What follows belongs to an exercise in optimizing a design on an open flow for small area; a production flow would make more cautious choices.
The RTL was checked by simulation tests, not by an equivalence proof against the original design.
Power figures rest on the tool's default switching activity, not on a simulated workload.

**flow/design.v**
```verilog
module seven_segment(
	input [3:0] binary,  
	output a,
	output b,
	output c,
	output d,
	output e,
	output f,
	output g
);
wire A;
wire B;
wire C;
wire D;
wire A_BAR;
wire B_BAR;
wire C_BAR;
wire D_BAR;
assign A = binary[3];
assign B = binary[2];
assign C = binary[1];
assign D = binary[0];
assign A_BAR = ~A;
assign B_BAR = ~B;
assign C_BAR = ~C;
assign D_BAR = ~D;
assign a = A | C | (B & D) | (B_BAR & D_BAR);
assign b = B_BAR | (C_BAR & D_BAR) | (C & D);
assign c = B | C_BAR | D;
assign d = (B_BAR & D_BAR) | (C & D_BAR) | (B & C_BAR & D) | (B_BAR & C) | A;
assign e = (B_BAR & D_BAR) | (C & D_BAR);
assign f = A | (C_BAR & D_BAR) | (B & C_BAR) | (B & D_BAR);
assign g = (B_BAR & C) | (C & D_BAR) | (B & C_BAR) | (B & C_BAR) | A;
endmodule
module bcd 
#(
parameter N = 8
)
(
	input wire clk,
	input wire rst,
	input wire signed [N-1:0] binary,
	output wire sign,
	output wire [3:0] hundreds,
	output wire [3:0] tens,
	output wire [3:0] ones,
	output wire data_ready
);
localparam [3:0] STATE_START = 3'd0, STATE_WORK = 3'd1, STATE_READY = 3'd2;
reg [N-1:0] latched_binary;
reg [3:0] state, next_state;
reg [4:0] count, next_count;
reg [3:0] h, next_h;
reg [3:0] t, next_t;
reg [3:0] o, next_o;
reg initialized;
wire [N-1:0] abs_binary;
assign sign = latched_binary[N-1];
assign abs_binary = sign ? ~latched_binary + {{(N-1){1'b0}},1'b1} : latched_binary;  
assign hundreds = h;
assign tens = t;
assign ones = o;
assign data_ready = state == STATE_READY;
always@(posedge clk or posedge rst)
begin
	if(rst)
	begin
		state <= STATE_START;
		count <= 5'd0;
		latched_binary <= {N{1'b0}};
		h <= 4'd0;
		t <= 4'd0;
		o <= 4'd0;
		initialized <= 1'd0;
	end
	else if(initialized)
	begin
		state <= next_state;
		count <= next_count;
		h <= next_h;
		t <= next_t;
		o <= next_o;
		if(state == STATE_START) latched_binary <= $unsigned(binary);
	end
	else 
	begin
		state <= STATE_START;
		count <= 5'd0;
		latched_binary <= {N{1'b0}};
		h <= 4'd0;
		t <= 4'd0;
		o <= 4'd0;
		initialized <= 1'd1;
	end
end
always@(state or abs_binary or latched_binary or binary or count or h or t or o)
begin
	next_state = state;
	next_count = count;
	next_h = h;
	next_t = t;
	next_o = t;
	case(state)
		STATE_START:
		begin
			next_state = STATE_WORK;
			next_count = N;
			next_h = 4'd0;
			next_t = 4'd0;
			next_o = 4'd0;
		end
		STATE_WORK:
		begin
			if(count == 5'd0) next_state = STATE_READY;
			else 
			begin
				next_state = STATE_WORK;
				next_count = count - 5'd1;
				if(h >= 4'd5) next_h = h + 3;
				else next_h = h;
				if(t >= 4'd5) next_t = t + 3;
				else next_t = t;
				if(o >= 4'd5) next_o = o + 3;
				else next_o = o;
				next_h = next_h << 1;
				next_h[0] = next_t[3];
				next_t = next_t << 1;
				next_t[0] = next_o[3];
				next_o = next_o << 1;
				next_o[0] = abs_binary[next_count];
			end
		end
		STATE_READY:
		begin
			if(latched_binary != $unsigned(binary)) next_state = STATE_START;
			else next_state = STATE_READY;
			next_count = 5'd0;
			next_h = h;
			next_t = t;
			next_o = o;
		end
		default:
		begin
			next_state = STATE_START;
			next_count = 5'd0;
			next_h = 4'd0;
			next_t = 4'd0;
			next_o = 4'd0;
		end
	endcase
end
endmodule  
module seven_segment_controller (
	input clk,
	input rst,
	input signed [7:0] binary,  
	output anode0_en,
	output anode1_en,
	output anode2_en,
	output anode3_en,
	output a_out,
	output b_out,
	output c_out,
	output d_out,
	output e_out,
	output f_out,
	output g_out
	);
localparam [2:0] STATE_DIGIT1_EN = 4'd0, STATE_DIGIT2_EN = 4'd1, STATE_DIGIT3_EN = 4'd2, STATE_DIGIT4_EN = 4'd3;
reg [1:0] state, next_state;
reg [15:0] count;
reg [3:0] latched_bcd, next_bcd;
reg initialized;
reg latched_anode0_en, next_anode0_en;
reg latched_anode1_en, next_anode1_en;
reg latched_anode2_en, next_anode2_en;
reg latched_anode3_en, next_anode3_en;
wire [3:0] bcd_to_display, hundreds, tens, ones;
wire sign;
wire bcd_ready;
wire a, b, c, d, e, f, g;
assign anode0_en = latched_anode0_en;
assign anode1_en = latched_anode1_en;
assign anode2_en = latched_anode2_en;
assign anode3_en = latched_anode3_en;
assign bcd_to_display = latched_bcd;
assign a_out = (state == STATE_DIGIT1_EN) ? 1'b0 : a;
assign b_out = (state == STATE_DIGIT1_EN) ? 1'b0 : b;
assign c_out = (state == STATE_DIGIT1_EN) ? 1'b0 : c;
assign d_out = (state == STATE_DIGIT1_EN) ? 1'b0 : d;
assign e_out = (state == STATE_DIGIT1_EN) ? 1'b0 : e;
assign f_out = (state == STATE_DIGIT1_EN) ? 1'b0 : f;
assign g_out = (state == STATE_DIGIT1_EN) ? sign : g;
bcd #(.N(8)) bcd_module(
	.clk(clk),
	.rst(rst),
	.binary(binary),
	.sign(sign),
	.hundreds(hundreds),
	.tens(tens),
	.ones(ones),
	.data_ready(bcd_ready)
	);
seven_segment sev_seg(
	.binary(bcd_to_display),
	.a(a),
	.b(b),
	.c(c),
	.d(d),
	.e(e),
	.f(f),
	.g(g)
	);
always@(posedge clk or posedge rst)
begin
	if(rst)
	begin
		state <= STATE_DIGIT1_EN;
		count <= 16'd0;
		latched_anode0_en <= 1'b1;
		latched_anode1_en <= 1'b1;
		latched_anode2_en <= 1'b1;
		latched_anode3_en <= 1'b1;
		latched_bcd <= 4'b0;
		initialized <= 1'd0;
	end
	else if(initialized)
	begin
		state <= next_state;
		count <= count + 16'd1;  
		latched_anode0_en <= next_anode0_en;
		latched_anode1_en <= next_anode1_en;
		latched_anode2_en <= next_anode2_en;
		latched_anode3_en <= next_anode3_en;
		latched_bcd <= next_bcd;
	end
	else 
	begin
		state <= STATE_DIGIT1_EN;
		count <= 5'd0;
		latched_anode0_en <= 1'b1;
		latched_anode1_en <= 1'b1;
		latched_anode2_en <= 1'b1;
		latched_anode3_en <= 1'b1;
		latched_bcd <= 4'b0;
		initialized <= 1'd1;
	end
end
always@(state or count)
begin
	next_state = count[15:14];
	next_anode0_en = 1'b1;
	next_anode1_en = 1'b1;
	next_anode2_en = 1'b1;
	next_anode3_en = 1'b1;
	next_bcd = 4'd0;
	case (state)
		STATE_DIGIT1_EN:
		begin
			next_anode3_en = 1'b0; 
		end
		STATE_DIGIT2_EN:
		begin
			next_anode2_en = 1'b0;
			next_bcd = hundreds;
		end
		STATE_DIGIT3_EN:
		begin
			next_anode1_en = 1'b0;
			next_bcd = tens;
		end
		STATE_DIGIT4_EN:
		begin
			next_anode0_en = 1'b0;
			next_bcd = ones;
		end
		default :  ;
	endcase
end
endmodule
module hc(
	input wire clk,
	input wire rst,
	input wire signed [7:0] ts1, ts2,
	output wire out
	);
localparam STATE_2GE1 = 2'd0, STATE_1G2 = 2'd1;
reg [1:0] state, next_state;
reg initialized;
assign out = (state == STATE_1G2);  
always@(posedge clk or posedge rst)
begin
	if(rst)
	begin
		state <= STATE_2GE1;
		initialized <= 1'd0;
	end
	else if(initialized) state <= next_state;
	else 
	begin 
		state <= STATE_2GE1;  
		initialized <= 1'd1; 
	end
end
always@(ts1 or ts2 or state)
begin
	next_state = state;
	case(state)
		STATE_2GE1:
		begin
			if(ts2 < (ts1 - 8'sd5)) next_state = STATE_1G2;
			else next_state = STATE_2GE1;
		end
		STATE_1G2 : 
		begin
			if(ts1 < (ts2 - 8'sd5)) next_state = STATE_2GE1;
			else next_state = STATE_1G2;
		end
		default:
		next_state = STATE_2GE1;
	endcase
end
endmodule
module temp_control (
input wire [7:0] cooldown_th,  
input wire [7:0] heatup_th,  
input wire signed [7:0] greenhouse_temp,
input wire clk,
input wire rst,
input wire temp_g_greenhouse_temp,
output wire out
);
localparam [1:0] STATE_IDLE = 2'd0, STATE_COOLDOWN = 2'd1, STATE_HEATUP = 2'd2;
reg [1:0] state, next_state;
reg initialized;
wire signed [7:0] stop_cooldown_th;
wire signed [7:0] stop_heatup_th;
assign out = ((state == STATE_COOLDOWN) && ($signed(greenhouse_temp) > $signed(stop_cooldown_th)) && (!temp_g_greenhouse_temp)) || ((state == STATE_HEATUP) && ($signed(greenhouse_temp) < $signed(stop_heatup_th)) && temp_g_greenhouse_temp);
assign stop_cooldown_th = $signed(cooldown_th) - $signed(8'sd5);
assign stop_heatup_th = $signed(heatup_th) + $signed(8'sd5);
always@(posedge clk or posedge rst)
begin
	if(rst)
	begin
		state <= STATE_IDLE;
		initialized <= 1'd0;
	end
	else if(initialized) state <= next_state;
	else 
	begin
		state <= STATE_IDLE;
		initialized <= 1'd1;
	end
end
always@(greenhouse_temp or state or cooldown_th or heatup_th or stop_cooldown_th or stop_heatup_th)
begin
	next_state = state;
	case(state)
		STATE_IDLE:
		begin
			if($signed(greenhouse_temp) >= $signed(cooldown_th)) next_state = STATE_COOLDOWN;
			else if ($signed(greenhouse_temp) <= $signed(heatup_th)) next_state = STATE_HEATUP;
			else next_state = STATE_IDLE;
		end
		STATE_COOLDOWN: if($signed(greenhouse_temp) <= $signed(stop_cooldown_th)) next_state = STATE_IDLE;
		STATE_HEATUP: if($signed(greenhouse_temp) >= $signed(stop_heatup_th)) next_state = STATE_IDLE;
		default:
		begin
		end
	endcase
end
endmodule
module solar (
	input wire [15:0] th,  
	input wire clk,
	input wire rst,
	input wire [15:0] lsn, lse, lss, lsw,
	output wire mn, me, ms, mw
	);
localparam [2:0] STATE_IDLE = 3'd0, STATE_MN = 3'd1, STATE_ME = 3'd2, STATE_MS = 3'd3, STATE_MW = 3'd4;
reg [2:0] state, next_state;
reg initialized;
wire [15:0] lsn_th;
wire [15:0] lse_th;
wire [15:0] lss_th;
wire [15:0] lsw_th;
assign lsn_th = lsn + th;
assign lse_th = lse + th;
assign lss_th = lss + th;
assign lsw_th = lsw + th;
assign mn = (state == STATE_MN);
assign me = (state == STATE_ME);
assign ms = (state == STATE_MS);
assign mw = (state == STATE_MW);
always@(posedge clk or posedge rst)
begin
	if(rst)
	begin
		state <= STATE_IDLE;
		initialized <= 1'd0;
	end
	else if(initialized) state <= next_state;
	else 
	begin
		state <= STATE_IDLE;
		initialized <= 1'd1;
	end
end
always@(lsn or lse or lss or lsw or state or lsn_th or lse_th or lss_th or lsw_th)
begin
	next_state = state;
	case(state)
		STATE_IDLE:
		begin
			if(lsn > lss_th) next_state = STATE_MN;
			else if(lse > lsw_th) next_state = STATE_ME;
			else if(lss > lsn_th) next_state = STATE_MS;
			else if(lsw > lse_th) next_state = STATE_MW;
			else next_state = STATE_IDLE;
		end
		STATE_MN: if(lsn < lss) next_state = STATE_IDLE;
		STATE_ME: if(lse < lsw) next_state = STATE_IDLE;
		STATE_MS: if(lss < lsn) next_state = STATE_IDLE;
		STATE_MW: if(lsw < lse) next_state = STATE_IDLE;
		default:
		begin
			next_state = STATE_IDLE;
		end
	endcase
end
endmodule
module uart_rx (
  input wire clk,
  input wire ce,  
  input wire rst,
  input wire rx,
  output wire [7:0] data,
  output wire data_ready
  );
localparam [3:0] STATE_IDLE = 4'd0, STATE_DATA = 4'd1, STATE_DATA_READY = 4'd2, STATE_STOP = 4'd3;
reg [7:0] count, next_count, latched_data;
reg [3:0] state, next_state;
reg initialized;
assign data_ready = (state == STATE_DATA_READY);
assign data = latched_data;
always@(posedge clk or posedge rst)
begin
  if(rst)
  begin
    state <= STATE_IDLE;
    count <= 8'd0;
    latched_data <= 8'd0;
    initialized <= 1'd0;
  end
  else if (ce && initialized)
  begin
    state <= next_state;
    count <= next_count;
    if (state == STATE_DATA) latched_data[count] <= rx;
    if (state == STATE_STOP) latched_data <= 8'd0;
  end
  else if (ce)
  begin
    state <= STATE_IDLE;
    count <= 8'd0;
    latched_data <= 8'd0;
    initialized <= 1'd1;
  end
end
always@(state or count or rx)
begin
  next_count = 1'b0;
  next_state = state;
  case(state)
    STATE_IDLE:
    begin
      if(~rx)
      begin
        next_state = STATE_DATA;
      end
      else next_state = STATE_IDLE;
    end
    STATE_DATA:
    begin
      if (count == 8'd7)
      begin
        next_state = STATE_DATA_READY;
      end
      else
      begin
        next_state = STATE_DATA;
        next_count = count + 8'd1;
      end
    end
    STATE_DATA_READY:
    begin
      next_state = STATE_STOP;
    end
    STATE_STOP:
    begin
      next_state = STATE_IDLE;
    end
    default:
    begin
      next_state = STATE_IDLE;
    end
  endcase
end
endmodule
module uart_tx (
  input wire clk,
  input wire ce,  
  input wire rst,
  input wire start,
  input wire [7:0] data,  
  output wire tx,
  output wire idle_ready
  );
localparam [2:0] STATE_IDLE = 3'd0, STATE_START = 3'd1, STATE_DATA = 3'd2;
reg [7:0] count, next_count, latched_data;
reg [2:0] state, next_state;
reg initialized, tx_bit, next_tx_bit;
assign idle_ready = (state == STATE_IDLE) && !(rst);
assign tx = tx_bit;
always@(posedge clk or posedge rst)
begin
  if(rst)
  begin
    state <= STATE_IDLE;
    count <= 8'd0;
    latched_data <= 8'd0;
    initialized <= 1'd0;
    tx_bit <= 1'd1;
  end
  else if (ce && initialized)
  begin
    if(state == STATE_IDLE)
    begin
     latched_data <= data;
   end
   state <= next_state;
   count <= next_count;
   tx_bit <= next_tx_bit;
 end
  else if (ce)  
  begin
    state <= STATE_IDLE;
    count <= 8'd0;
    latched_data <= 8'd0;
    tx_bit <= 1'd1;
    initialized <= 1'd1;
  end
end
always@(state or start or count or tx_bit or latched_data)
begin
  next_count = 1'b0;
  next_tx_bit = 1'b1;
  next_state = state;
  case(state)
    STATE_IDLE:
    begin
     if(start)
     begin
       next_state = STATE_START;
       next_tx_bit = 1'b0;
     end
     else next_state = STATE_IDLE;
   end
   STATE_START:
   begin
    next_state = STATE_DATA;
    next_count = 8'd0;
    next_tx_bit = latched_data[next_count];
  end
  STATE_DATA:
  begin
    if(count == 8'd7)
    begin 
     next_state = STATE_IDLE;
   end
   else 
   begin
     next_state = STATE_DATA;
     next_count = count + 8'd1;
        next_tx_bit = latched_data[next_count];  
      end
    end
    default:
    begin
     next_state = STATE_IDLE;
   end
 endcase
end
endmodule
module uart(
  input wire [7:0] data_tx,
  input wire clk,
  input wire ce,
  input wire rst,
  input wire rx,
  input wire start_tx,
  output wire [7:0] data_rx,
  output wire tx,
  output wire idle_ready_tx,
  output wire data_ready_rx
  );
uart_rx rx_module(
  .clk(clk),
  .ce(ce),
  .rst(rst),
  .data(data_rx),
  .rx(rx),
  .data_ready(data_ready_rx)
  );
uart_tx tx_module(
  .clk(clk),
  .ce(ce),
  .rst(rst),
  .start(start_tx),
  .data(data_tx),
  .tx(tx),
  .idle_ready(idle_ready_tx)
  );
endmodule
module uart_controller(
	input wire clk,
	input wire ce,  
	input wire rst,
	input wire rx,
	output wire [15:0] solar_th,
	output wire signed [7:0] solar_cooldown_th,
	output wire signed [7:0] solar_heatup_th,
	output wire signed [7:0] ambient_cooldown_th,
	output wire signed [7:0] ambient_heatup_th,
	output wire signed [7:0] geothermal_cooldown_th,
	output wire signed [7:0] geothermal_heatup_th,
	output wire tx
	);
localparam [7:0] STATE_IDLE = 8'd0, STATE_TRANSMIT_TH_BUFFER = 8'd1, STATE_TRANSMIT_TH = 8'd2, STATE_TRANSMIT_TH_SOLAR_BUFFER = 8'd3, STATE_TRANSMIT_TH_SOLAR_MSBYTE = 8'd4, STATE_IDLE_BUFFER = 8'd5, STATE_INCREMENT = "w", STATE_DECREMENT = "s";
localparam [7:0] SOLAR_MODE = "A", SOLAR_COOLDOWN_MODE = "B", SOLAR_HEATUP_MODE = "C", AMBIENT_COOLDOWN_MODE = "D", AMBIENT_HEATUP_MODE = "E", GEOTHERMAL_COOLDOWN_MODE = "F", GEOTHERMAL_HEATUP_MODE = "G";
reg [15:0] actual_solar_th, next_actual_solar_th;  
reg signed [7:0] actual_solar_cooldown_th, next_actual_solar_cooldown_th;  
reg signed [7:0] actual_solar_heatup_th, next_actual_solar_heatup_th;  
reg signed [7:0] actual_ambient_cooldown_th, next_actual_ambient_cooldown_th;  
reg signed [7:0] actual_ambient_heatup_th, next_actual_ambient_heatup_th;  
reg signed [7:0] actual_geothermal_cooldown_th, next_actual_geothermal_cooldown_th;  
reg signed [7:0] actual_geothermal_heatup_th, next_actual_geothermal_heatup_th;  
reg [7:0] latched_data_tx, next_data_tx;
reg [7:0] state, next_state, mode, next_mode;
reg initialized, latched_start_tx, next_start_tx;
wire [7:0] data_rx;
wire [7:0] data_tx;
wire start_tx;
wire idle_ready_tx;
wire data_ready_rx;
assign solar_th = actual_solar_th;
assign solar_cooldown_th = actual_solar_cooldown_th;
assign solar_heatup_th = actual_solar_heatup_th;
assign ambient_cooldown_th = actual_ambient_cooldown_th;
assign ambient_heatup_th = actual_ambient_heatup_th;
assign geothermal_cooldown_th = actual_geothermal_cooldown_th;
assign geothermal_heatup_th = actual_geothermal_heatup_th;
assign start_tx = latched_start_tx;
assign data_tx = latched_data_tx;
uart uart_module(
	.data_tx(data_tx),
	.clk(clk),
	.ce(ce),
	.rst(rst),
	.rx(rx),
	.start_tx(start_tx),
	.data_rx(data_rx),
	.tx(tx),
	.idle_ready_tx(idle_ready_tx),
	.data_ready_rx(data_ready_rx)
	);
always@(posedge clk or posedge rst)
begin
	if(rst)
	begin
		state <= STATE_IDLE;
		mode <= SOLAR_MODE;
		latched_start_tx <= 1'd0;
		latched_data_tx <= 8'd0;
		actual_solar_th <= 16'd2550;
		actual_solar_cooldown_th <= 8'sd35;
		actual_solar_heatup_th <= 8'sd16;
		actual_ambient_cooldown_th <= 8'sd35;
		actual_ambient_heatup_th <= 8'sd16;
		actual_geothermal_cooldown_th <= 8'sd35;
		actual_geothermal_heatup_th <= 8'sd16;
		initialized <= 1'd0;
	end
	else if (ce && initialized)
	begin
		state <= next_state;
		mode <= next_mode;
		latched_start_tx <= next_start_tx;
		latched_data_tx <= next_data_tx;
		actual_solar_th <= next_actual_solar_th;
		actual_solar_cooldown_th <= next_actual_solar_cooldown_th;
		actual_solar_heatup_th <= next_actual_solar_heatup_th;
		actual_ambient_cooldown_th <= next_actual_ambient_cooldown_th;
		actual_ambient_heatup_th <= next_actual_ambient_heatup_th;
		actual_geothermal_cooldown_th <= next_actual_geothermal_cooldown_th;
		actual_geothermal_heatup_th <= next_actual_geothermal_heatup_th;
	end
  	else if (ce)  
  	begin
  		state <= STATE_IDLE;
  		mode <= SOLAR_MODE;
  		actual_solar_th <= 16'd2550;
  		actual_solar_cooldown_th <= 8'sd35;
  		actual_solar_heatup_th <= 8'sd16;
  		actual_ambient_cooldown_th <= 8'sd35;
  		actual_ambient_heatup_th <= 8'sd16;
  		actual_geothermal_cooldown_th <= 8'sd35;
  		actual_geothermal_heatup_th <= 8'sd16;
  		initialized <= 1'd1;
  	end
  end
always@(state or mode or idle_ready_tx or data_ready_rx or data_rx or actual_solar_th or actual_solar_cooldown_th or actual_solar_heatup_th or actual_ambient_cooldown_th or actual_ambient_heatup_th or actual_geothermal_cooldown_th or actual_geothermal_heatup_th)
begin
	next_data_tx = 8'd0;
	next_start_tx = 1'd0;
	next_actual_solar_th = actual_solar_th;
	next_actual_solar_cooldown_th = actual_solar_cooldown_th;
	next_actual_solar_heatup_th = actual_solar_heatup_th;
	next_actual_ambient_cooldown_th = actual_ambient_cooldown_th;
	next_actual_ambient_heatup_th = actual_ambient_heatup_th;
	next_actual_geothermal_cooldown_th = actual_geothermal_cooldown_th;
	next_actual_geothermal_heatup_th = actual_geothermal_heatup_th;
	next_state = STATE_IDLE;
	next_mode = mode;
	case(state)
		STATE_IDLE:
		begin
			if(data_ready_rx)
			begin
				next_state = STATE_IDLE;
			end
			if(data_ready_rx && (data_rx == STATE_INCREMENT || data_rx == STATE_DECREMENT))
			begin
				if(idle_ready_tx)
				begin
					next_start_tx = 1'd1;
					next_data_tx = data_rx;
				end
				next_state = data_rx;
			end
			else 
			begin
				next_state = state;
			end
			if(data_ready_rx && (data_rx == SOLAR_MODE || data_rx == SOLAR_COOLDOWN_MODE || data_rx == SOLAR_HEATUP_MODE || data_rx == AMBIENT_COOLDOWN_MODE || data_rx == AMBIENT_HEATUP_MODE || data_rx == GEOTHERMAL_COOLDOWN_MODE || data_rx == GEOTHERMAL_HEATUP_MODE))
			begin
				if(idle_ready_tx)
				begin
					next_start_tx = 1'd1;
					next_data_tx = data_rx;
				end
				next_mode = data_rx;
			end
			else 
			begin 
				next_mode = mode;
			end
		end
		STATE_INCREMENT:
		begin
			next_state = STATE_TRANSMIT_TH_BUFFER;
			case(mode)
				SOLAR_MODE: if(actual_solar_th < 16'd5000) next_actual_solar_th = actual_solar_th + 16'd50;
				SOLAR_COOLDOWN_MODE: if(actual_solar_cooldown_th < 8'sd50) next_actual_solar_cooldown_th = actual_solar_cooldown_th + 16'sd1;
				SOLAR_HEATUP_MODE: if(actual_solar_heatup_th < 8'sd27) next_actual_solar_heatup_th = actual_solar_heatup_th + 16'sd1;
				AMBIENT_COOLDOWN_MODE: if(actual_ambient_cooldown_th < 8'sd50) next_actual_ambient_cooldown_th =actual_ambient_cooldown_th + 16'sd1;
				AMBIENT_HEATUP_MODE: if(actual_ambient_heatup_th < 8'sd27) next_actual_ambient_heatup_th = actual_ambient_heatup_th + 16'sd1;
				GEOTHERMAL_COOLDOWN_MODE: if(actual_geothermal_cooldown_th < 8'sd50) next_actual_geothermal_cooldown_th = actual_geothermal_cooldown_th + 16'sd1;
				GEOTHERMAL_HEATUP_MODE: if(actual_geothermal_heatup_th < 8'sd27) next_actual_geothermal_heatup_th = actual_geothermal_heatup_th + 16'sd1;
			endcase
		end
		STATE_DECREMENT:
		begin
			next_state = STATE_TRANSMIT_TH_BUFFER;
			case(mode)
				SOLAR_MODE: if(actual_solar_th > 16'd50) next_actual_solar_th = actual_solar_th - 16'd50;
				SOLAR_COOLDOWN_MODE: if(actual_solar_cooldown_th > 8'sd32) next_actual_solar_cooldown_th = actual_solar_cooldown_th - 16'sd1;
				SOLAR_HEATUP_MODE: if(actual_solar_heatup_th > -8'sd12) next_actual_solar_heatup_th = actual_solar_heatup_th - 16'sd1;
				AMBIENT_COOLDOWN_MODE: if(actual_ambient_cooldown_th > 8'sd32) next_actual_ambient_cooldown_th = actual_ambient_cooldown_th - 16'sd1;
				AMBIENT_HEATUP_MODE: if(actual_ambient_heatup_th > -8'sd12) next_actual_ambient_heatup_th = actual_ambient_heatup_th - 16'sd1;
				GEOTHERMAL_COOLDOWN_MODE: if(actual_geothermal_cooldown_th > 8'sd32) next_actual_geothermal_cooldown_th = actual_geothermal_cooldown_th - 16'sd1;
				GEOTHERMAL_HEATUP_MODE: if(actual_geothermal_heatup_th > -8'sd12) next_actual_geothermal_heatup_th = actual_geothermal_heatup_th - 16'sd1;
			endcase
		end
		STATE_TRANSMIT_TH_BUFFER:
		begin
			next_state = STATE_TRANSMIT_TH;
		end
		STATE_TRANSMIT_TH:
		begin
			case(mode)
				SOLAR_MODE:
				begin
					if(idle_ready_tx)
					begin
						next_state = STATE_TRANSMIT_TH_SOLAR_BUFFER;
						next_data_tx = actual_solar_th[7:0];  
						next_start_tx = 1'd1;
					end
					else
					begin
						next_state = state;
					end
				end
				SOLAR_COOLDOWN_MODE:
				begin
					if(idle_ready_tx)
					begin
						next_state = STATE_IDLE_BUFFER;
						next_data_tx = $unsigned(actual_solar_cooldown_th);
						next_start_tx = 1'd1;
					end
					else
					begin
						next_state = state;
					end
				end
				SOLAR_HEATUP_MODE:
				begin
					if(idle_ready_tx)
					begin
						next_state = STATE_IDLE_BUFFER;
						next_data_tx = $unsigned(actual_solar_heatup_th);
						next_start_tx = 1'd1;
					end
					else
					begin
						next_state = state;
					end
				end
				AMBIENT_COOLDOWN_MODE:
				begin
					if(idle_ready_tx)
					begin
						next_state = STATE_IDLE_BUFFER;
						next_data_tx = $unsigned(actual_ambient_cooldown_th);
						next_start_tx = 1'd1;
					end
					else
					begin
						next_state = state;
					end
				end
				AMBIENT_HEATUP_MODE:
				begin
					if(idle_ready_tx)
					begin
						next_state = STATE_IDLE_BUFFER;
						next_data_tx = $unsigned(actual_ambient_heatup_th);
						next_start_tx = 1'd1;
					end
					else
					begin
						next_state = state;
					end
				end
				GEOTHERMAL_COOLDOWN_MODE:
				begin
					if(idle_ready_tx)
					begin
						next_state = STATE_IDLE_BUFFER;
						next_data_tx = $unsigned(actual_geothermal_cooldown_th);
						next_start_tx = 1'd1;
					end
					else
					begin
						next_state = state;
					end
				end
				GEOTHERMAL_HEATUP_MODE:
				begin
					if(idle_ready_tx)
					begin
						next_state = STATE_IDLE_BUFFER;
						next_data_tx = $unsigned(actual_geothermal_heatup_th);
						next_start_tx = 1'd1;
					end
					else
					begin
						next_state = state;
					end
				end
			endcase
		end
		STATE_TRANSMIT_TH_SOLAR_BUFFER:
		begin
			next_state = STATE_TRANSMIT_TH_SOLAR_MSBYTE;
		end
		STATE_TRANSMIT_TH_SOLAR_MSBYTE:
		begin
			if(idle_ready_tx)
			begin
				next_state = STATE_IDLE_BUFFER;
				next_data_tx = actual_solar_th[15:8];
				next_start_tx = 1'd1;
			end
			else
			begin
				next_state = state;
			end
		end
		STATE_IDLE_BUFFER:
		begin
			next_state = STATE_IDLE;
		end
		default:
		begin
			next_state = STATE_IDLE;
		end
	endcase
end
endmodule
module i2c (
input wire [15:0] data,  
input wire [6:0] addr,  
input wire clk,
input wire ce,  
input wire clk_level,  
input wire rst,
input wire start,
input wire two_bytes,  
input wire rw,  
input wire sda_in,
input wire scl_in,
output wire sda_out,
output wire scl_out,
output wire [15:0] read_data,  
output wire ready,
output wire got_acknowledge
);
localparam [7:0] STATE_IDLE = 8'd0, STATE_START = 8'd1, STATE_ADDR = 8'd2, STATE_RW = 8'd3, STATE_SLAVE_WACK = 8'd4, STATE_W_LSBYTE = 8'd5, STATE_W_MSBYTE = 8'd6, STATE_R_LSBYTE = 8'd7, STATE_R_MSBYTE = 8'd8, STATE_MASTER_WACK = 8'd9, STATE_STOP1 = 8'd10, STATE_STOP2 = 8'd11;
reg [15:0] latched_data;
reg [7:0] state, next_state, count, next_count;
reg [6:0] latched_addr;
reg latched_two_bytes;
reg scl_enable, next_scl_enable, sda_enable, next_sda_enable, latched_rw;
reg initialized;
reg slave_acknowledged;
wire sda_and_scl_high = (sda_in == 1'b1 || sda_out == 1'b1) && (scl_in == 1'b1 || scl_out == 1'b1);
assign sda_out = sda_enable ? 1'b0 : 1'b1;
assign scl_out = scl_enable && clk_level ? 1'b0 : 1'b1;
assign ready = (state == STATE_IDLE) && !(rst) && sda_and_scl_high;
assign read_data = latched_rw ? latched_data : 16'd0;
assign got_acknowledge = slave_acknowledged;
always@(posedge clk or posedge rst)
begin
  if(rst)
  begin
    state <= STATE_IDLE;
    count <= 8'd0;
    sda_enable <= 1'd0;
    scl_enable <= 1'd0;
    latched_addr <= 7'd0;
    latched_data <= 16'd0;
    latched_rw <= 1'd0;
    latched_two_bytes <= 1'd0;
    slave_acknowledged <= 1'd0;
    initialized <= 1'd0;
  end
  else if (ce && initialized)
  begin
    state <= next_state;
    count <= next_count;
    sda_enable <= next_sda_enable;
    scl_enable <= next_scl_enable;
    case(state)
      STATE_IDLE:
      begin
        latched_addr <= addr;
        latched_data <= data;
        latched_rw <= rw;
        latched_two_bytes <= two_bytes;
      end
      STATE_START:
      begin
        slave_acknowledged <= 1'b0;
      end
      STATE_W_MSBYTE, STATE_W_LSBYTE:
      begin
        latched_two_bytes <= 1'b0;
        slave_acknowledged <= 1'b1;
      end
      STATE_R_MSBYTE, STATE_R_LSBYTE:
      begin
        slave_acknowledged <= 1'b1;
        latched_data[count] <= (sda_in == 1'b1);
      end
      STATE_MASTER_WACK:
      begin
        latched_two_bytes <= 1'b0;
      end
      default:
      begin
      end
    endcase
  end
  else if (ce)  
  begin
    state <= STATE_IDLE;
    count <= 8'd0;
    sda_enable <= 1'd0;
    scl_enable <= 1'd0;
    latched_addr <= 7'd0;
    latched_data <= 8'd0;
    latched_rw <= 1'd0;
    latched_two_bytes <= 1'd0;
    slave_acknowledged <= 1'd0;
    initialized <= 1'd1;
  end
end
always@(sda_in or state or start or count or latched_rw or latched_data or latched_addr or latched_two_bytes or sda_and_scl_high)
begin
  next_state = state;
  next_count = count;
  next_scl_enable = scl_enable;
  next_sda_enable = sda_enable;
  case(state)
    STATE_IDLE:
    begin
      if(start && sda_and_scl_high)
      begin
        next_state = STATE_START;
        next_sda_enable = 1'b1;
      end
      else next_state = STATE_IDLE;
    end
    STATE_START:
    begin
      next_state = STATE_ADDR;
      next_count = 8'd6;
      next_sda_enable = ~latched_addr[next_count];
      next_scl_enable = 1'b1;
    end
    STATE_ADDR:
    begin
      if(count == 0)
      begin
        next_state = STATE_RW;
        next_sda_enable = ~latched_rw;
      end
      else
      begin
        next_state = STATE_ADDR;
        next_count = count - 8'd1;
      next_sda_enable = ~latched_addr[next_count];  
    end
    next_scl_enable = 1'b1;
  end
  STATE_RW:
  begin
    next_state = STATE_SLAVE_WACK;
    next_scl_enable = 1'b1;
  end
  STATE_SLAVE_WACK:  
  begin
    next_scl_enable = 1'b1;
    if(sda_in == 1'b1)  
    begin
      next_state = STATE_STOP1;
      next_sda_enable = 1'b1;
      next_scl_enable = 1'b1;
    end
    else  
    begin
      if(latched_rw)  
      begin
        if(latched_two_bytes)
        begin
          next_state = STATE_R_MSBYTE;
          next_count = 8'd15;
        end
        else
        begin
          next_state = STATE_R_LSBYTE;
          next_count = 8'd7;
        end
      end
      else  
      begin
        if(latched_two_bytes)
        begin
          next_state = STATE_W_MSBYTE;
          next_count = 8'd15;
          next_sda_enable = ~latched_data[next_count];
        end
        else
        begin
          next_state = STATE_W_LSBYTE;
          next_count = 8'd7;
          next_sda_enable = ~latched_data[next_count];
        end
      end
    end
  end
  STATE_W_MSBYTE:
  begin
    if(count == 8)
    begin
      next_state = STATE_SLAVE_WACK;
    end
    else
    begin
      next_count = count - 8'd1;
      next_sda_enable = ~latched_data[next_count];
    end
    next_scl_enable = 1'b1;
  end
  STATE_W_LSBYTE:
  begin
    if(count == 0)
    begin
      next_state = STATE_SLAVE_WACK;
    end
    else
    begin
      next_count = count - 8'd1;
      next_sda_enable = ~latched_data[next_count];
    end
    next_scl_enable = 1'b1;
  end
  STATE_R_MSBYTE:
  begin
    if(count == 8)
    begin
      next_state = STATE_MASTER_WACK;  
      next_sda_enable = 1'b1;  
    end
    else next_count = count - 8'd1;
    next_scl_enable = 1'b1;
  end
  STATE_R_LSBYTE:
  begin
    if(count == 0) next_state = STATE_MASTER_WACK;  
    else next_count = count - 8'd1;
    next_scl_enable = 1'b1;
  end
  STATE_MASTER_WACK:
  begin
    next_scl_enable = 1'b1;
    if(latched_two_bytes)  
    begin
      next_state = STATE_R_LSBYTE;
      next_count = 8'd7;
    end
    else 
    begin
      next_sda_enable = 1'b1;
      next_scl_enable = 1'b0;  
      next_state = STATE_STOP1; 
    end
  end
  STATE_STOP1:
  begin
    next_sda_enable = 1'b1;  
    next_scl_enable = 1'b0;
    next_state = STATE_STOP2;
  end
  STATE_STOP2:
  begin
    next_sda_enable = 1'b0;  
    next_scl_enable = 1'b0;
    next_state = STATE_IDLE;  
  end
  default:
  begin
    next_scl_enable = 1'b0;
    next_sda_enable = 1'b0;
    next_state = STATE_IDLE;
  end
endcase
end
endmodule     
module i2c_control (
	input wire clk,
	input wire ce,  
	input wire clk_level,  
	input wire rst,
	input sda_in,
	input scl_in,
	output sda_out,
	output scl_out,
	output wire signed [7:0] solar_celcius,
	output wire signed [7:0] greenhouse_celcius,
	output wire signed [7:0] ambient_celcius,
	output wire signed [7:0] geothermal_celcius,
	output wire [15:0] n_lux,
	output wire [15:0] e_lux,
	output wire [15:0] s_lux,
	output wire [15:0] w_lux
	);
localparam [7:0] STATE_IDLE = 8'd0, STATE_IDLE_BUFFER = 8'd1, STATE_SOLAR = 8'd2, STATE_SOLAR_BUFFER = 8'd3, STATE_GREENHOUSE = 8'd4, STATE_GREENHOUSE_BUFFER = 8'd5, STATE_AMBIENT = 8'd6, STATE_AMBIENT_BUFFER = 8'd7, STATE_GEOTHERMAL = 8'd8, STATE_GEOTHERMAL_BUFFER = 8'd9, STATE_NORTH = 8'd10, STATE_NORTH_BUFFER = 8'd11, STATE_EAST = 8'd12, STATE_EAST_BUFFER = 8'd13, STATE_SOUTH = 8'd14, STATE_SOUTH_BUFFER = 8'd15, STATE_WEST = 8'd16, STATE_WEST_BUFFER = 8'd17;
wire [15:0] read_data;
wire ready;
wire [15:0] calulated_lux;
wire [15:0] lsb_size;
wire [11:0] fractional;
wire [3:0] exponent;
wire slave_acknowledged;
reg [15:0] next_write_data;
reg [7:0] next_state;
reg [6:0] next_slave_addr;
reg next_start;
reg next_rw;
reg next_two_bytes;
reg [15:0] write_data;
reg [15:0] latched_n_lux;
reg [15:0] latched_e_lux;
reg [15:0] latched_s_lux;
reg [15:0] latched_w_lux;
reg signed [8:0] latched_solar_celcius; 
reg signed [8:0] latched_greenhouse_celcius; 
reg signed [8:0] latched_ambient_celcius; 
reg signed [8:0] latched_geothermal_celcius; 
reg [7:0] state;
reg [6:0] slave_addr;
reg start;
reg two_bytes;
reg rw;
reg initialized;
assign exponent = read_data[15:12];
assign fractional = read_data[11:0];
assign lsb_size = (16'd1 << {12'd0, exponent}) / 16'd100;
assign calulated_lux = lsb_size * {4'd0, fractional};
assign solar_celcius = $signed(latched_solar_celcius[8:1]);
assign greenhouse_celcius = $signed(latched_greenhouse_celcius[8:1]);
assign ambient_celcius = $signed(latched_ambient_celcius[8:1]);
assign geothermal_celcius = $signed(latched_geothermal_celcius[8:1]);
assign n_lux = latched_n_lux;
assign e_lux = latched_e_lux;
assign s_lux = latched_s_lux;
assign w_lux = latched_w_lux;
i2c i2c_module(
	.data(write_data),  
	.addr(slave_addr),  
	.clk(clk),
	.ce(ce),
	.clk_level(clk_level),
	.rst(rst),
	.start(start),
	.two_bytes(two_bytes),  
	.rw(rw),  
	.sda_in(sda_in),
	.scl_in(scl_in),
	.sda_out(sda_out),
	.scl_out(scl_out),
	.read_data(read_data),  
	.ready(ready),
	.got_acknowledge(slave_acknowledged)
	);
always@(posedge clk or posedge rst)
begin
	if(rst)
	begin
		state <= STATE_IDLE;
		write_data <= 16'd0;
		slave_addr <= 7'd0;
		two_bytes <= 1'd0;
		latched_solar_celcius <= 9'sd0;
		latched_greenhouse_celcius <= 9'sd0;
		latched_ambient_celcius <= 9'sd0;
		latched_geothermal_celcius <= 9'sd0;
		latched_n_lux <= 16'd0;
		latched_e_lux <= 16'd0;
		latched_s_lux <= 16'd0;
		latched_w_lux <= 16'd0;
		rw <= 1'd0;
		start <= 1'd0;
		initialized <= 1'd0;
	end
	else if (ce && initialized)
	begin
		state <= next_state;
		start <= next_start;
		slave_addr <= next_slave_addr;
		rw <= next_rw;
		two_bytes <= next_two_bytes;
		write_data <= next_write_data;
		case(state)
			STATE_SOLAR:
			begin
				if(ready && slave_acknowledged) latched_solar_celcius <= $signed(read_data[15:7]);
			end
			STATE_GREENHOUSE:
			begin
				if(ready && slave_acknowledged) latched_greenhouse_celcius <=  $signed(read_data[15:7]);
			end
			STATE_AMBIENT:
			begin
				if(ready && slave_acknowledged) latched_ambient_celcius <=  $signed(read_data[15:7]);
			end
			STATE_GEOTHERMAL:
			begin
				if(ready && slave_acknowledged) latched_geothermal_celcius <=  $signed(read_data[15:7]);
			end
			STATE_NORTH:
			begin
				if(ready && slave_acknowledged) latched_n_lux <= calulated_lux;
			end
			STATE_EAST:
			begin
				if(ready && slave_acknowledged) latched_e_lux <= calulated_lux;
			end
			STATE_SOUTH:
			begin
				if(ready && slave_acknowledged) latched_s_lux <= calulated_lux;
			end
			STATE_WEST:
			begin
				if(ready && slave_acknowledged) latched_w_lux <= calulated_lux;
			end
		endcase
	end
  	else if (ce)  
  	begin
  		state <= STATE_IDLE;
  		write_data <= 8'd0;
  		slave_addr <= 8'd0;
  		two_bytes <= 1'd0;
latched_solar_celcius <= 9'sd0;
latched_greenhouse_celcius <= 9'sd0;
latched_ambient_celcius <= 9'sd0;
latched_geothermal_celcius <= 9'sd0;
latched_n_lux <= 16'd0;
latched_e_lux <= 16'd0;
latched_s_lux <= 16'd0;
latched_w_lux <= 16'd0;
rw <= 1'd0;
start <= 1'd0;
initialized <= 1'd1;
end
end
always@(state or ready)
begin
	next_start = 1'd0;
	next_slave_addr = 7'd0;
	next_rw = 1'd0;
	next_two_bytes = 1'd0;
	next_write_data = 8'd0;  
	next_state = STATE_IDLE;
	case(state)
		STATE_IDLE:
		begin
			if(ready)
			begin 
				next_state = STATE_IDLE_BUFFER;
				next_slave_addr = 7'b1001000;
				next_start = 1'd1;
			end
			else 
			begin
				next_state = STATE_IDLE;
			end
		next_rw = 1'd1;  
		next_two_bytes = 1'd1;
	end
	STATE_IDLE_BUFFER:
	begin
		next_state = STATE_SOLAR;
		next_slave_addr = 7'b1001000;
	       next_rw = 1'd1;  
	       next_two_bytes = 1'd1;
	   end
	   STATE_SOLAR:
	   begin
	   	if(ready) 
	   	begin 
	   		next_state = STATE_SOLAR_BUFFER;
	   		next_slave_addr = 7'b1001001;
	   		next_start = 1'd1;
	   	end
	   	else 
	   	begin
	   		next_state = STATE_SOLAR;
	   		next_slave_addr = 7'b1001000;
	   	end
		next_rw = 1'd1;  
		next_two_bytes = 1'd1;
	end
	STATE_SOLAR_BUFFER:
	begin
		next_state = STATE_GREENHOUSE;
		next_slave_addr = 7'b1001001;
	       next_rw = 1'd1;  
	       next_two_bytes = 1'd1;
	   end
	   STATE_GREENHOUSE:
	   begin
	   	if(ready) 
	   	begin 
	   		next_state = STATE_GREENHOUSE_BUFFER;
	   		next_slave_addr = 7'b1001010;
	   		next_start = 1'd1;
	   	end
	   	else 
	   	begin
	   		next_state = STATE_GREENHOUSE;
	   		next_slave_addr = 7'b1001001;
	   	end
		next_rw = 1'd1;  
		next_two_bytes = 1'd1;
	end
	STATE_GREENHOUSE_BUFFER:
	begin
		next_state = STATE_AMBIENT;
		next_slave_addr = 7'b1001010;
	       next_rw = 1'd1;  
	       next_two_bytes = 1'd1;
	   end
	   STATE_AMBIENT:
	   begin
	   	if(ready) 
	   	begin 
	   		next_state = STATE_AMBIENT_BUFFER;
	   		next_slave_addr = 7'b1001011;
	   		next_start = 1'd1;
	   	end
	   	else
	   	begin
	   		next_state = STATE_AMBIENT;
	   		next_slave_addr = 7'b1001010;
	   	end
		next_rw = 1'd1;  
		next_two_bytes = 1'd1;
	end
	STATE_AMBIENT_BUFFER:
	begin
		next_state = STATE_GEOTHERMAL;
		next_slave_addr = 7'b1001011;
	       next_rw = 1'd1;  
	       next_two_bytes = 1'd1;
	   end
	   STATE_GEOTHERMAL:
	   begin
	   	if(ready) 
	   	begin 
	   		next_state = STATE_GEOTHERMAL_BUFFER;
	   		next_slave_addr = 7'b1000100;
	   		next_start = 1'd1;
	   	end
	   	else 
	   	begin 
	   		next_state = STATE_GEOTHERMAL;
	   		next_slave_addr = 7'b1001011;
	   	end
		next_rw = 1'd1;  
		next_two_bytes = 1'd1;
	end
	STATE_GEOTHERMAL_BUFFER:
	begin
		next_state = STATE_NORTH;
		next_slave_addr = 7'b1000100;
	       next_rw = 1'd1;  
	       next_two_bytes = 1'd1;
	   end
	   STATE_NORTH:
	   begin
	   	if(ready) 
	   	begin 
	   		next_state = STATE_NORTH_BUFFER;
	   		next_slave_addr = 7'b1000101;
	   		next_start = 1'd1;
	   	end
	   	else 
	   	begin	
	   		next_state = STATE_NORTH;
	   		next_slave_addr = 7'b1000100;
	   	end
		next_rw = 1'd1;  
		next_two_bytes = 1'd1;
	end
	STATE_NORTH_BUFFER:
	begin
		next_state = STATE_EAST;
		next_slave_addr = 7'b1000101;
	       next_rw = 1'd1;  
	       next_two_bytes = 1'd1;
	   end
	   STATE_EAST:
	   begin
	   	if(ready) 
	   	begin 
	   		next_state = STATE_EAST_BUFFER;
	   		next_slave_addr = 7'b1000110;
	   		next_start = 1'd1;
	   	end
	   	else 
	   	begin
	   		next_state = STATE_EAST;
	   		next_slave_addr = 7'b1000101;
	   	end
		next_rw = 1'd1;  
		next_two_bytes = 1'd1;
	end
	STATE_EAST_BUFFER:
	begin
		next_state = STATE_SOUTH;
		next_slave_addr = 7'b1000110;
	       next_rw = 1'd1;  
	       next_two_bytes = 1'd1;
	   end
	   STATE_SOUTH:
	   begin
	   	if(ready) 
	   	begin 
	   		next_state = STATE_SOUTH_BUFFER;
	   		next_slave_addr = 7'b1000111;
	   		next_start = 1'd1;
	   	end
	   	else 
	   	begin	
	   		next_state = STATE_SOUTH;
	   		next_slave_addr = 7'b1000110;
	   	end
		next_rw = 1'd1;  
		next_two_bytes = 1'd1;
	end
	STATE_SOUTH_BUFFER:
	begin
		next_state = STATE_WEST;
		next_slave_addr = 7'b1000111;
	      next_rw = 1'd1;  
	      next_two_bytes = 1'd1;
	  end
	  STATE_WEST:
	  begin
	  	if(ready) 
	  	begin 
	  		next_state = STATE_WEST_BUFFER;
	  	end
	  	else 
	  	begin	
	  		next_state = STATE_WEST;
	  		next_slave_addr = 7'b1000111;
	  	end 
	  end
	  STATE_WEST_BUFFER:
	  begin
	  	next_state = STATE_IDLE;
	  end
	endcase
end
endmodule 
module i2c_clock_divider(
  input clk_in,
  input rst,
  output clk_out,
  output tick
  );
reg [7-1:0] r_reg;
wire [7-1:0] r_nxt;
reg clk_track;
assign r_nxt = r_reg + 1;           
assign clk_out = clk_track;
assign tick = (r_nxt == (7'd125)) && !clk_track;
always @(posedge clk_in or posedge rst)
begin
  if (rst)
  begin
    r_reg <= 7'd0;
    clk_track <= 1'b0;
  end
  else if (r_nxt == (7'd125))
  begin
    r_reg <= 7'd0;
    clk_track <= ~clk_track;
  end
  else 
    r_reg <= r_nxt;
end
endmodule
module uart_clock_divider(
  input clk_in,
  input rst,
  output clk_out,
  output tick
  );
reg [6-1:0] r_reg;
wire [6-1:0] r_nxt;
reg clk_track;
assign r_nxt = r_reg + 1;           
assign clk_out = clk_track;
assign tick = (r_nxt == (6'd52)) && !clk_track;
always @(posedge clk_in or posedge rst)
begin
  if (rst)
  begin
    r_reg <= 6'd0;
    clk_track <= 1'b0;
  end
  else if (r_nxt == (6'd52))
  begin
    r_reg <= 6'd0;
    clk_track <= ~clk_track;
  end
  else 
    r_reg <= r_nxt;
end
endmodule
module main(
	input wire clk,
	input wire rst,
	input wire rx,
	input wire sda_in,
	input wire scl_in,
	output wire sda_out,
	output wire scl_out,
	output wire tx,
	output wire window_open,
	output wire fan_on,
	output wire geothermal_on,
	output wire solarheater_on,
	output wire move_north,
	output wire move_east,
	output wire move_south,
	output wire move_west,
	output wire solar_anode0_en,
	output wire solar_anode1_en,
	output wire solar_anode2_en,
	output wire solar_anode3_en,
	output wire greenhouse_anode0_en,
	output wire greenhouse_anode1_en,
	output wire greenhouse_anode2_en,
	output wire greenhouse_anode3_en,
	output wire geothermal_anode0_en,
	output wire geothermal_anode1_en,
	output wire geothermal_anode2_en,
	output wire geothermal_anode3_en,
	output wire solar_a_out,
	output wire solar_b_out,
	output wire solar_c_out,
	output wire solar_d_out,
	output wire solar_e_out,
	output wire solar_f_out,
	output wire solar_g_out,
	output wire greehouse_a_out,
	output wire greehouse_b_out,
	output wire greehouse_c_out,
	output wire greehouse_d_out,
	output wire greehouse_e_out,
	output wire greehouse_f_out,
	output wire greehouse_g_out,
	output wire geothermal_a_out,
	output wire geothermal_b_out,
	output wire geothermal_c_out,
	output wire geothermal_d_out,
	output wire geothermal_e_out,
	output wire geothermal_f_out,
	output wire geothermal_g_out
	);
wire [15:0] n_lux;
wire [15:0] e_lux;
wire [15:0] s_lux;
wire [15:0] w_lux;
wire [15:0] solar_th;
wire signed [7:0] solar_cooldown_th;
wire signed [7:0] solar_heatup_th;
wire signed [7:0] ambient_cooldown_th;
wire signed [7:0] ambient_heatup_th;
wire signed [7:0] geothermal_cooldown_th;
wire signed [7:0] geothermal_heatup_th;
wire [7:0] solar_celcius;
wire [7:0] greenhouse_celcius;
wire [7:0] ambient_celcius;
wire [7:0] geothermal_celcius;
wire ambient_g_greenhouse_temp;
wire geothermal_g_greenhouse_temp;
wire solar_g_greenhouse_temp;
wire i2c_clk;
wire uart_clk;
wire i2c_tick;
wire uart_tick;
assign fan_on = window_open;
i2c_clock_divider i2c_clock_divider_module(
	.clk_in(clk),
	.rst(rst),
	.clk_out(i2c_clk),
	.tick(i2c_tick)
	);
uart_clock_divider uart_clock_divider_module(
	.clk_in(clk),
	.rst(rst),
	.clk_out(uart_clk),
	.tick(uart_tick)
	);
i2c_control i2c_control_module(
	.clk(clk),
	.ce(i2c_tick),
	.clk_level(i2c_clk),
	.rst(rst),
	.sda_in(sda_in),
	.scl_in(scl_in),
	.sda_out(sda_out),
	.scl_out(scl_out),
	.n_lux(n_lux),
	.e_lux(e_lux),
	.s_lux(s_lux),
	.w_lux(w_lux),
	.solar_celcius(solar_celcius),
	.greenhouse_celcius(greenhouse_celcius),
	.ambient_celcius(ambient_celcius),
	.geothermal_celcius(geothermal_celcius)
	);
solar solar_module(
	.clk(clk),
	.rst(rst),
	.th(solar_th),
	.lsn(n_lux), 
	.lse(e_lux), 
	.lss(s_lux),
	.lsw(w_lux),
	.mn(move_north), 
	.me(move_east), 
	.ms(move_south),
	.mw(move_west)
	);
uart_controller uart_module(
	.clk(clk),
	.ce(uart_tick),
	.rst(rst),
	.rx(rx),
	.tx(tx),
	.solar_th(solar_th),
	.solar_cooldown_th(solar_cooldown_th),
	.solar_heatup_th(solar_heatup_th),
	.ambient_cooldown_th(ambient_cooldown_th),
	.ambient_heatup_th(ambient_heatup_th),
	.geothermal_cooldown_th(geothermal_cooldown_th),
	.geothermal_heatup_th(geothermal_heatup_th)
	);
hc hc_window(
	.clk(clk),
	.rst(rst),
	.ts1(ambient_celcius),
	.ts2(greenhouse_celcius),
	.out(ambient_g_greenhouse_temp)
	);
temp_control temp_control_window(
	.clk(clk),
	.rst(rst),
	.cooldown_th(ambient_cooldown_th),
	.heatup_th(ambient_heatup_th),
	.greenhouse_temp(greenhouse_celcius),
	.temp_g_greenhouse_temp(ambient_g_greenhouse_temp),
	.out(window_open)
	);
hc hc_geothermal(
	.clk(clk),
	.rst(rst),
	.ts1(geothermal_celcius),
	.ts2(greenhouse_celcius),
	.out(geothermal_g_greenhouse_temp)
	);
temp_control temp_control_geothermal(
	.clk(clk),
	.rst(rst),
	.cooldown_th(geothermal_cooldown_th),
	.heatup_th(geothermal_heatup_th),
	.greenhouse_temp(greenhouse_celcius),
	.temp_g_greenhouse_temp(geothermal_g_greenhouse_temp),
	.out(geothermal_on)
	);
hc hc_solarheater(
	.clk(clk),
	.rst(rst),
	.ts1(solar_celcius),
	.ts2(greenhouse_celcius),
	.out(solar_g_greenhouse_temp)
	);
temp_control temp_control_solarheater(
	.clk(clk),
	.rst(rst),
	.cooldown_th(solar_cooldown_th),
	.heatup_th(solar_heatup_th),
	.greenhouse_temp(solar_celcius),
	.temp_g_greenhouse_temp(solar_g_greenhouse_temp),
	.out(solarheater_on)
	);
seven_segment_controller solar_sev_seg(
	.clk(clk),
	.rst(rst),
	.binary(solar_celcius), 
	.anode0_en(solar_anode0_en),
	.anode1_en(solar_anode1_en),
	.anode2_en(solar_anode2_en),
	.anode3_en(solar_anode3_en),
	.a_out(solar_a_out),
	.b_out(solar_b_out),
	.c_out(solar_c_out),
	.d_out(solar_d_out),
	.e_out(solar_e_out),
	.f_out(solar_f_out),
	.g_out(solar_g_out)
	);
seven_segment_controller greenhouse_sev_seg(
	.clk(clk),
	.rst(rst),
	.binary(greenhouse_celcius),
	.anode0_en(greenhouse_anode0_en),
	.anode1_en(greenhouse_anode1_en),
	.anode2_en(greenhouse_anode2_en),
	.anode3_en(greenhouse_anode3_en),
	.a_out(greehouse_a_out),
	.b_out(greehouse_b_out),
	.c_out(greehouse_c_out),
	.d_out(greehouse_d_out),
	.e_out(greehouse_e_out),
	.f_out(greehouse_f_out),
	.g_out(greehouse_g_out)
	);
seven_segment_controller geothermal_sev_seg(
	.clk(clk),
	.rst(rst),
	.binary(geothermal_celcius),
	.anode0_en(geothermal_anode0_en),
	.anode1_en(geothermal_anode1_en),
	.anode2_en(geothermal_anode2_en),
	.anode3_en(geothermal_anode3_en),
	.a_out(geothermal_a_out),
	.b_out(geothermal_b_out),
	.c_out(geothermal_c_out),
	.d_out(geothermal_d_out),
	.e_out(geothermal_e_out),
	.f_out(geothermal_f_out),
	.g_out(geothermal_g_out)
	);
endmodule  
```
**flow/run.sh**
```bash
#!/bin/bash
# synth_recipe.tcl (not shown) runs the flow's synth.tcl, then flattens the netlist and writes it again
# the make line also repeats each setting of config.mk as NAME=value (left out here)
make -C /OpenROAD-flow-scripts/flow DESIGN_CONFIG=/design/flow/config.mk WORK_HOME=/design/flow/orfs CLKGATE_MAP_FILE= SYNTH_SCRIPT=/design/flow/synth_recipe.tcl finish
```
**flow/config.mk**
```make
export PLATFORM = sky130hd
export DESIGN_NAME = main
export DESIGN_NICKNAME = main
export VERILOG_FILES = /design/flow/design.v
export SDC_FILE = /design/flow/constraint.sdc
export NUM_CORES = 4
export LEC_CHECK = 0
export CAP_MARGIN = 20
export CORE_MARGIN = 2
export CORE_UTILIZATION = 40
export SLEW_MARGIN = 20
```
**flow/constraint.sdc**
```tcl
create_clock -name core_clock -period 10.0 [get_ports {clk}]
set_input_delay 2.0000 -clock core_clock [delete_from_list [all_inputs] [get_ports {clk}]]
set_output_delay 2.0000 -clock core_clock [all_outputs]
set_load 0.01 [all_outputs]
```
==> impl_results.md <==
* Status: complete, no violations
* Tcrit/Tclk final at 64.6%
* # DRC at 0
* Synth area leaders: dfrtp_1 28%, ha_1 14%, o21ai_0 4.5%
* Final min period at 6.46 ns
* Reg-to-reg setup timing slack at 3.54 ns
* Dpl cell area at 39300 µm²
* Initial DRC count at 2010
* Worst slew margin at 24.8%
* Initial Util at 40.3%
* Die W at 311 µm
* Mean post-synth cell area at 8.71 µm²
* Crit. Startpoint: i2c_control_module.i2c_module.latched_rw
* Synth cell count leaders: 428 x dfrtp_1, 423 x ha_1, 412 x nand2_1
* CP Class: reg2reg
* Post-synth EDFFs at 0
* Global-route wire length before repair at 158000 µm
* Combinational share of power at 9.5%
* Sw Share at 27.1%
* Pwr Density at 110 nW/µm²
* CTS tree: yes
* Multi-input gate area at 24100 µm²
* ANT nets after route at 0
* Total routed wirelength at 95600 µm
* Count of different cell masters after synthesis at 95
* Total grt overflow at 0
* Gates resized, CTS repair at 0
* Post-synthesis cell count at 4325
* Cell Area, Synth at 37700 µm²
* Root Buffer: clkbuf_16
* Post-route setup TNS at 0 ns
* # Post-CTS Setup Buffers at 0
* Post-DR wirelength/cell at 17.1 µm
* MaxCap Viol Count at 0
* # hold bufs at CTS at 0
* Largest net degree at the start of global routing at 177
* Diodes inserted at 0
* Final Hold Viols at 0
* Hold worst-path end: greenhouse_sev_seg.count[0]
* Hold path depth at 1
* Gr usage total at 19.6%
* Switching power total at 1.23 mW
* Storage element area at 11600 µm²
* Synthesis-to-layout area growth at 9.41%
* Inst Count DP at 5483
* PortBufs at 48
* Final std cell area, no fill at 41200 µm²
* Setup Skew at 0.0547 ns
* R2R Path End: i2c_control_module.latched_n_lux[14]
* Peak VDD IR at 0.158 mV
* Max clock buf depth at 3
* WP data required at 10.58 ns
* Arr. time, crit path at 7.04 ns
* Asr flop ratio synth at 100%
* CTS buffer count at 56
* H-tree depth at 2
* Clock slew at the register clock pins of the worst setup and hold paths at 0.06 ns
* RSZ-0062 raised after global routing: false
* Clock network fraction of design power at 46.9%
* Synthesized flop and latch total at 463
* Synth Flop Type: dfrtp_1
* Reg2reg path depth at 20
* CP Capture Type: flop
* Post-detail-place hpwl at 69800 µm
* Area of the core at 93300 µm²
* Die H at 311 µm
* Post-synth top area share at 28.4%
* Final Max Slew Viols at 0
* Sequential area share after synthesis at 30.9%
* Die footprint at 96600 µm²
* Post-route setup slack at 3.54 ns
* Reg power frac at 43.6%
* Nets at 4788
* Clock sinks at 463
* Most numerous cell in the Yosys netlist: dfrtp_1
* Maximum clock rate at 155 MHz
* Yosys warnings at 12
* TritonRoute pass-1 iters at 6
* Vias per cell at 5.52
* Final number of setup-violating endpoints at 0
* Ports at 49
* Initial antenna violation count at 0
* Via count at 30800
* Worst-Margin Slew at 1.13 ns
* Dominant cell type by area after synthesis: dfrtp_1
* Vias in the first global route at 29800
* GPL Wtd Cong at 0.883
* Internal at 3.30 mW
* Final Util at 44.1%
* Worst slack, placed at 3.56 ns
* Reg-to-Reg Start: i2c_control_module.i2c_module.latched_rw
* CP startpoint kind: flop
* Clk Latency, worst-skew pair at 0.66 ns
* Critical path peak fanout at 40
* Hold Crit Start: greenhouse_sev_seg.count[0]
* Worst min path class: reg2reg
* Rows at 112
* Cell leakage power at 18.3 nW
* Non-filler cells, final at 5589
* Fill count at 9223
* Share of cells above drive strength 1 at 7.17%
## final cells by class
type                    instances  share of cell area [%]
multi-input cells            3362                    58.5
flip-flops and latches        463                    28.2
clock buffers                  76                    3.83
well taps                    1254                    3.81
inverters                     326                    2.98
repair buffers                 78                    1.77
clock inverters                30                   0.835
## how the worst max path moves through the flow
stage | end | cells past startpoint
after floorplan | geothermal_sev_seg.bcd_module.count[0] | 1
after global placement | i2c_control_module.latched_w_lux[14] | 19
after detailed placement | i2c_control_module.latched_w_lux[14] | 20
after CTS | i2c_control_module.latched_n_lux[14] | 20
after global routing | i2c_control_module.latched_n_lux[14] | 20
final | i2c_control_module.latched_n_lux[14] | 20
## routing by layer
layer  global-route usage (%)  wire (µm)
met1                     27.1      45300
met2                     31.8      43700
met3                     2.45       3900
met4                     5.98       2770
met5                        0          0
## power groups by stage
stage	Clock, mW	Sequential (mW)	Combinational (mW)
after floorplan	0	1.97	0.356
after global placement	0	2.01	0.436
after detailed placement	0	2.01	0.438
after CTS	2.19	1.98	0.440
after global routing	2.26	1.98	0.492
final	2.12	1.98	0.431
## metrics by stage
stage / power, mW / hold slack (ns)
floorplan: 2.33 / 0.425
global placement: 2.45 / 0.442
detailed placement: 2.45 / 0.450
CTS: 4.60 / 0.459
global route: 4.74 / 0.471
finish: 4.53 / 0.458
## placed cells by master (no fill, tap or decap), types with 48 or more instances in the layout
cell,Yosys,layout
a22oi_1,52,52
ha_1,423,423
a21oi_1,270,270
mux2_2,77,77
dfrtp_1,428,427
xnor2_1,162,162
nor2_1,341,341
clkdlybuf4s50_1,0,48
nand3_1,149,149
fa_1,73,73
inv_1,323,322
nand4_1,53,53
xor2_1,115,115
clkbuf_16,0,56
nor2b_1,60,60
o21ai_0,339,339
nor3_1,109,107
nand2_1,412,412
## critical path, cell delays in order (launching register included)
cell     delay [ns]
dfrtp_1        0.34
buf_4          0.34
nand3_1        0.23
a21oi_1        0.91
nand3_1        0.26
fa_1           0.60
inv_1          0.05
ha_1           0.27
inv_1          0.05
fa_1           0.52
inv_1          0.05
fa_1           0.52
inv_1          0.05
fa_1           0.52
inv_1          0.04
ha_1           0.22
o41ai_1        0.54
o21ai_0        0.20
xnor2_1        0.16
nor2_1         0.28
mux2_2         0.21
## cell families after synthesis
family / after synthesis / synth area share (%)
and+or+nand+nor: 1406 / 18.2
buffers and inverters: 505 / 5.18
adders and majority gates: 496 / 17.9
muxes: 113 / 3.62
DFF: 463 / 30.9
xor gates and xnor gates: 277 / 6.44
AOI/OAI and AO/OA: 1063 / 17.7
other: 2 / 0.0199

==> afterwards: timing with drivers on the ports <==
The flow's constraints put no driver on any port. The routed layout listed below was extracted and timed again, unchanged, in two steps. Step 1 assumes that a clkbuf_16 drives the clock port and a buf_2 every other input. Step 2, shift: input delay + t, output delay - t, t = (earliest + latest rising clock arrival at the registers) / 2. This alone moves slack from input paths to output paths. Slacks: ideal ports / drivers / drivers and shift; pairs: ideal ports / drivers.
shift t [ns]: 0.702
setup slack, ns: 3.542 / 3.542 / 3.542
hold slack, ns: 0.458 / 0.458 / 0.458
worst setup path at the end: register to register
After both steps this run still meets setup and hold. The setup slack of this run moves by 0.000 ns with the drivers and by 0.000 ns with both steps.
